This is an optimization exercise on Yosys and OpenROAD, whose aim is small area, a short achievable clock period and few clock cycles, not a production implementation.
For this run, only the layout was checked, not whether the RTL still works.

[flow/design.v]
module ALU #(
    parameter DATA_W = 32
)
(
    input                       i_clk,    
    input                       i_rst_n,  
    input                       i_valid,  
    input [DATA_W - 1 : 0]      i_A,      
    input [DATA_W - 1 : 0]      i_B,      
    input [         2 : 0]      i_inst,   
    output [2*DATA_W - 1 : 0]   o_data,   
    output                      o_done    
);
    localparam S_IDLE  = 3'd0;
    localparam S_SHORT = 3'd1;
    localparam S_MUL   = 3'd2;
    localparam S_MULF  = 3'd3;
    localparam S_DIVI  = 3'd4;
    localparam S_DIV   = 3'd5;
    localparam S_DIVF  = 3'd6;
    reg  [2:0]  state;
    reg         done;
    reg  [63:0] P;       
    reg  [31:0] X;       
    reg  [31:0] C;       
    reg         cy;      
    reg         rs;      
    reg  [4:0]  cnt;
    reg  [2:0]  inst;
    assign o_done = done;
    assign o_data = P;
    wire [31:0] R = P[63:32];
    wire st_idle  = (state == S_IDLE);
    wire st_short = (state == S_SHORT);
    wire st_mul   = (state == S_MUL);
    wire st_mulf  = (state == S_MULF);
    wire st_divi  = (state == S_DIVI);
    wire st_div   = (state == S_DIV);
    wire st_divf  = (state == S_DIVF);
    wire        sub  = st_short ? ((inst == 3'd1) | (inst == 3'd4)) : ((st_div | st_divf) & ~rs);
    wire [32:0] opa  = {(st_short ? R[31] : rs) & ~st_mulf, R};
    wire [32:0] opb0 = st_mulf ? {1'b0, C} : {st_short & X[31], X};
    wire [32:0] opb  = sub ? ~opb0 : opb0;
    wire        cin  = sub | (st_mulf & cy);
    wire [32:0] sum  = opa + opb + {32'd0, cin};
    wire        ovf  = sum[32] != sum[31];
    wire [31:0] sat  = ovf ? (sum[32] ? 32'h80000000 : 32'h7fffffff) : sum[31:0];
    wire [31:0] xr;
    genvar gi;
    generate for (gi = 0; gi < 32; gi = gi + 1) begin : g_rev
        assign xr[gi] = X[31-gi];
    end endgenerate
    reg  [4:0] lz;
    integer k;
    always @(*) begin
        lz = 5'd31;
        for (k = 0; k < 32; k = k + 1)
            if (X[k]) lz = 5'd31 - k[4:0];
    end
    wire [4:0]  amt_sra = (|X[31:5]) ? 5'd31 : X[4:0];
    wire [31:0] sh_in   = st_short ? R : xr;
    wire        sh_fill = st_short & R[31];
    wire [4:0]  sh_amt  = st_short ? amt_sra : lz;
    wire [31:0] sh_out  = $signed({sh_fill, sh_in}) >>> sh_amt;
    wire [31:0] bn;
    generate for (gi = 0; gi < 32; gi = gi + 1) begin : g_rev2
        assign bn[gi] = sh_out[31-gi];
    end endgenerate
    reg  [31:0] short_res;
    always @(*) begin
        case (inst)
            3'd0, 3'd1: short_res = sat;
            3'd2:       short_res = R & X;
            3'd3:       short_res = R | X;
            3'd4:       short_res = {31'd0, sum[32]};
            default:    short_res = sh_out;
        endcase
    end
    wire [35:0] pp0 = {4'd0, X & {32{P[0]}}};
    wire [35:0] pp1 = {3'd0, X & {32{P[1]}}, 1'd0};
    wire [35:0] pp2 = {2'd0, X & {32{P[2]}}, 2'd0};
    wire [35:0] pp3 = {1'd0, X & {32{P[3]}}, 3'd0};
    wire [35:0] s0  = {4'd0, R};
    wire [35:0] c0  = {4'd0, C};
    wire [35:0] a1s = s0 ^ c0 ^ pp0;
    wire [35:0] a1c = ((s0 & c0) | (s0 & pp0) | (c0 & pp0)) << 1;
    wire [35:0] b1s = pp1 ^ pp2 ^ pp3;
    wire [35:0] b1c = ((pp1 & pp2) | (pp1 & pp3) | (pp2 & pp3)) << 1;
    wire [35:0] a2s = a1s ^ a1c ^ b1s;
    wire [35:0] a2c = ((a1s & a1c) | (a1s & b1s) | (a1c & b1s)) << 1;
    wire [35:0] ms  = a2s ^ a2c ^ b1c;
    wire [35:0] mc  = ((a2s & a2c) | (a2s & b1c) | (a2c & b1c)) << 1;
    wire [4:0]  low = {1'b0, ms[3:0]} + {1'b0, mc[3:0]} + {4'd0, cy};
    reg [63:0] P_nxt;
    reg [31:0] X_nxt;
    reg [31:0] C_nxt;
    reg        cy_nxt, rs_nxt;
    reg [2:0]  state_nxt;
    reg [4:0]  cnt_nxt;
    reg        done_nxt;
    always @(*) begin
        P_nxt     = P;
        X_nxt     = X;
        C_nxt     = mc[35:4];
        cy_nxt    = low[4];
        rs_nxt    = sum[32];
        state_nxt = state;
        cnt_nxt   = cnt - 5'd1;
        done_nxt  = 1'b0;
        case (state)
            S_IDLE: begin
                P_nxt   = {(i_inst == 3'd6) ? 32'd0 : i_A, i_A};
                X_nxt   = i_B;
                C_nxt   = 32'd0;
                cy_nxt  = 1'b0;
                cnt_nxt = 5'd7;
                if (i_valid) begin
                    if (i_inst == 3'd6)      state_nxt = S_MUL;
                    else if (i_inst == 3'd7) state_nxt = S_DIVI;
                    else                     state_nxt = S_SHORT;
                end
            end
            S_SHORT: begin
                P_nxt     = {32'd0, short_res};
                state_nxt = S_IDLE;
                done_nxt  = 1'b1;
            end
            S_MUL: begin
                P_nxt = {ms[35:4], low[3:0], P[31:4]};
                if (cnt == 5'd0) state_nxt = S_MULF;
            end
            S_MULF: begin
                P_nxt     = {sum[31:0], P[31:0]};
                state_nxt = S_IDLE;
                done_nxt  = 1'b1;
            end
            S_DIVI: begin
                X_nxt     = bn;
                cnt_nxt   = lz;
                rs_nxt    = 1'b0;
                state_nxt = S_DIV;
                if (X == 32'd0) begin
                    P_nxt     = {R, 32'hffffffff};
                    state_nxt = S_IDLE;
                    done_nxt  = 1'b1;
                end else begin
                    P_nxt     = {R, 32'd0};
                end
            end
            S_DIV: begin
                P_nxt = {sum[31:0], P[30:0], ~sum[32]};
                if (cnt == 5'd0) begin
                    if (sum[32]) state_nxt = S_DIVF;
                    else begin
                        state_nxt = S_IDLE;
                        done_nxt  = 1'b1;
                    end
                end else begin
                    X_nxt = {1'b0, X[31:1]};
                end
            end
            S_DIVF: begin
                P_nxt     = {sum[31:0], P[31:0]};
                state_nxt = S_IDLE;
                done_nxt  = 1'b1;
            end
            default: state_nxt = S_IDLE;
        endcase
    end
    always @(posedge i_clk or negedge i_rst_n) begin
        if (!i_rst_n) begin
            state <= S_IDLE;
            done  <= 1'b0;
        end else begin
            state <= state_nxt;
            done  <= done_nxt;
        end
    end
    always @(posedge i_clk) begin
        P    <= P_nxt;
        X    <= X_nxt;
        C    <= C_nxt;
        cy   <= cy_nxt;
        rs   <= rs_nxt;
        cnt  <= cnt_nxt;
        inst <= i_inst;
    end
endmodule
[flow/run.sh]
#!/bin/bash
# synth_recipe.tcl (not shown) runs the flow's synth.tcl, then flattens the netlist and writes it again
# the make line also repeats each setting of config.mk as NAME=value (left out here)
make -C /OpenROAD-flow-scripts/flow DESIGN_CONFIG=/design/flow/config.mk WORK_HOME=/design/flow/orfs CLKGATE_MAP_FILE= SYNTH_SCRIPT=/design/flow/synth_recipe.tcl finish
[flow/config.mk]
export PLATFORM = sky130hd
export DESIGN_NAME = ALU
export DESIGN_NICKNAME = ALU
export VERILOG_FILES = /design/flow/design.v
export SDC_FILE = /design/flow/constraint.sdc
export NUM_CORES = 4
export LEC_CHECK = 0
export CAP_MARGIN = 20
export CORE_MARGIN = 2
export CORE_UTILIZATION = 40
export PLACE_DENSITY = 0.6
export SLEW_MARGIN = 20
[flow/constraint.sdc]
create_clock -name core_clock -period 10.0 [get_ports {i_clk}]
set_input_delay 2.0000 -clock core_clock [delete_from_list [all_inputs] [get_ports {i_clk}]]
set_output_delay 2.0000 -clock core_clock [all_outputs]
set_load 0.01 [all_outputs]
==> summary.txt <==
-- cell usage in the layout (no fill, tap or decap), drive strengths merged, types with 34 or more instances in the layout --
| cell type | instances |
|---|---|
| buf | 59 |
| edfxtp | 96 |
| fa | 126 |
| o21ai | 132 |
| a21oi | 103 |
| xor2 | 47 |
| nor2 | 132 |
| nor3 | 34 |
| nor2b | 37 |
| inv | 74 |
| dfxtp | 42 |
| clkdlybuf4s50 | 134 |
| nand3 | 59 |
| o211ai | 40 |
| mux2i | 79 |
| and2 | 133 |
| ha | 41 |
| nand2 | 176 |
-- state kept, by name (all words and copies together), names as in the netlist --
name	count
C	32
done	1
cy	1
cnt	5
P	64
state	3
X	32
inst	3
rs	1
-- per-layer routing --
metal / routed length [µm] / share of wire / GRT usage
met5: 41 / 0.00051 / 0
met3: 10700 / 0.13 / 0.111
met4: 3570 / 0.044 / 0.157
met1: 34000 / 0.42 / 0.532
met2: 32800 / 0.40 / 0.518
-- per-stage QoR --
stage	hold slack (ns)	cell area, µm²	util
floorplan	0.441	16800	-
global placement	0.462	18600	0.447
detailed placement	0.492	18600	0.447
CTS	0.505	19200	0.461
global route	0.507	19200	0.461
finish	0.493	19200	0.461
-- final timing paths --
| kind | endpoint | slack (ns) |
|---|---|---|
| max reg2reg | P[19] | 3.04 |
| min | cnt[0] | 0.49 |
| max | P[19] | 3.04 |
| min in group asynchronous | done | 1.73 |
| max in group asynchronous | state[0] | 8.09 |
| min reg2reg | cnt[0] | 0.49 |
-- cells in the mapped netlist (9+ instances only) --
master / number / share of area
dfxtp_1: 42 / 0.050
xnor2_1: 21 / 0.011
nor4_1: 11 / 0.0041
a222oi_1: 28 / 0.017
o211ai_1: 39 / 0.017
o31ai_1: 9 / 0.0040
or3_1: 11 / 0.0041
a32oi_1: 24 / 0.013
nor2b_1: 37 / 0.014
nand3_1: 59 / 0.018
fa_1: 126 / 0.15
maj3_1: 28 / 0.017
nor3_1: 32 / 0.0095
clkbuf_1: 135 / 0.030
a22oi_1: 14 / 0.0063
o21a_1: 13 / 0.0058
xor2_1: 47 / 0.025
nand2_1: 176 / 0.039
mux2i_1: 79 / 0.047
o21ai_1: 22 / 0.0066
and3_1: 15 / 0.0056
a211oi_1: 26 / 0.012
a211o_1: 11 / 0.0057
edfxtp_1: 96 / 0.17
ha_1: 41 / 0.031
a221o_1: 9 / 0.0054
inv_1: 68 / 0.015
and2_1: 133 / 0.050
mux2_2: 13 / 0.0087
nand4_1: 11 / 0.0041
a21oi_1: 102 / 0.030
buf_2: 16 / 0.0048
buf_1: 11 / 0.0025
o21ai_0: 109 / 0.032
a221oi_1: 17 / 0.0089
o22ai_1: 24 / 0.0089
nand2b_1: 19 / 0.0071
nor2_1: 131 / 0.029
a31oi_1: 12 / 0.0045
a21o_1: 20 / 0.0089
-- logic make-up after synthesis --
| family | Yosys count | synth area share |
|---|---|---|
| xor+xnor | 68 | 0.0355 |
| buf+inv | 235 | 0.0555 |
| simple gates | 664 | 0.197 |
| fa+ha+maj | 195 | 0.197 |
| mux | 95 | 0.0592 |
| flops | 142 | 0.228 |
| compound gates | 552 | 0.227 |
-- layout make-up --
cell class | count | area share
clock buffer | 20 | 0.0238
antenna | 2 | 0.000261
clock inverter | 12 | 0.00515
tap | 539 | 0.0351
inverter | 68 | 0.0133
multi-input combinational | 1574 | 0.630
sequential | 142 | 0.199
timing repair buffer | 193 | 0.0929
==> qor.txt <==
Setup Viol. Count Final -> 0
Hold_buf cts -> 0
Pre-CTS setup slack -> 3.36 ns
CTS H-Tree Depth -> 4
Flops & latches, synth -> 142
R2R cell count -> 18
First-pass GRT wire length -> 117 mm
Clock Skews -> 0.0149 ns
Area grow syn2layout -> 14.4%
Initial DRC count -> 2,260
Top_reg_cell synth -> edfxtp_1
Port Buffers -> 134
Outcome -> complete, no violations
Hold Path Cell Cnt -> 1
WS Path Type -> reg -> reg
Minimum clock period -> 6.96 ns
Multi-input logic area -> 12,100 µm²
Final WS setup -> 3.04 ns
Worst hold start -> cnt[0]
Fmax -> 144 MHz
Drt pass-1 iters -> 12
Slowest cell on the critical path -> dfxtp_2
Critical Path End Type -> flip-flop
Row cnt -> 75
Worst-path fanout max -> 43
Per-cell routed wire length -> 31.8 µm
Clk latency of the worst-skew pair -> 0.48 ns
Hold crit path type -> reg -> reg
WP data arrival -> 7.19 ns
Delay-heaviest family, CP -> compound AO/OA/AOI/OAI gates
Post-Syn Nets -> 2,188
Clk slew on worst S/H paths -> 0.07 ns
Reg area -> 3830 µm²
Post-synth cell types -> 83
Cell Area, Synth -> 16,800 µm²
Async S/R FF share, synth -> 0.0282
Cell breakdown of the critical path -> xnor2_1, nor3_1, a21oi_1, o32a_2, buf_4, nand2_1, fa_1, fa_1, a211oi_1, o21ai_0, nand4_1, o311ai_1, a21oi_1, xor2_1, a21oi_1, nor2_1, o21ai_0, a311o_1
Drt total wl -> 81.1 mm
Die ar. -> 43,600 µm²
Post-route setup TNS -> 0 ns
Clock net sink count -> 142
Routability cong. -> 1.02
Die height -> 209 µm
CP most frequent cell -> a21oi_1
Startpoint of the worst setup timing path -> inst[0]
Sequential share of the synthesized area -> 0.228
Max transition margin -> 0.0684
Vias per cell -> 6.59
Die Wd -> 209 µm
CP Depth -> 18
Grt ovf -> 0
EDFF count, synth -> 96
Total of max-cap violations -> 0
Setup Buffers After CTS -> 0
Nets@finish -> 2,233
CP Launch Type -> flip-flop
CTS buffer count -> 17
Fraction of final layout cells sized beyond drive strength 1 -> 0.0737
DP Wirelength -> 61.0 mm
Post-route clock period utilization -> 0.696
Number of instances in the placed design -> 2,515
Finished Layout Cells -> 2,550
RSZ-0062 raised after global routing -> no
Worst EP required -> 10.23 ns
Largest stage delay, worst path -> 0.90 ns
CTS max path bufs -> 2
Total GRT Usage -> 0.372
Post-route ant nets -> 0
Initial antenna violation count -> 5
Buf/Inv on CP -> 1
DRC Markers -> 0
Max-slew violations -> 0
TritonCTS clock tree -> done
Clock root buffer -> clkbuf_16
Core region area -> 41,700 µm²
Post-CTS Resized -> 0
Initial Utilization -> 0.403
DR vias -> 16,796
Synth Warn # -> 1
Cell count after synthesis -> 1,951
Final hold violations -> 0
IO Count -> 135
Avg Cell Area, Syn -> 8.61 µm²
Largest net degree at the start of global routing -> 63
Vias in the first global route -> 16,207
Worst Tran Pin Value -> 1.38 ns
Crit Reg-Reg Startpoint -> inst[0]
FILL cells -> 4,137

port drivers added, routing unchanged:
No port has a modelled driver above. Below, the same layout with a new extraction and two added sets of constraints. Step 1, drivers: a clkbuf_16 drives i_clk and a buf_2 each remaining input, both assumed. Step 2 moves the port delays by t, midway between the first and last clock arrival at a register: inputs arrive t later, outputs are due t later. That takes back most of the time a late clock gives input paths. Slacks: no drivers / after step 1 / after step 2; pairs: no drivers / after step 1.
t, ns: 0.530
setup slack, ns: 3.040 / 3.040 / 3.040
worst hold slack (ns): 0.493 / 0.493 / 0.493
After both steps this run still meets setup and hold. For this run, drivers alone change the setup slack by 0.000 ns; drivers and shift together by 0.000 ns.
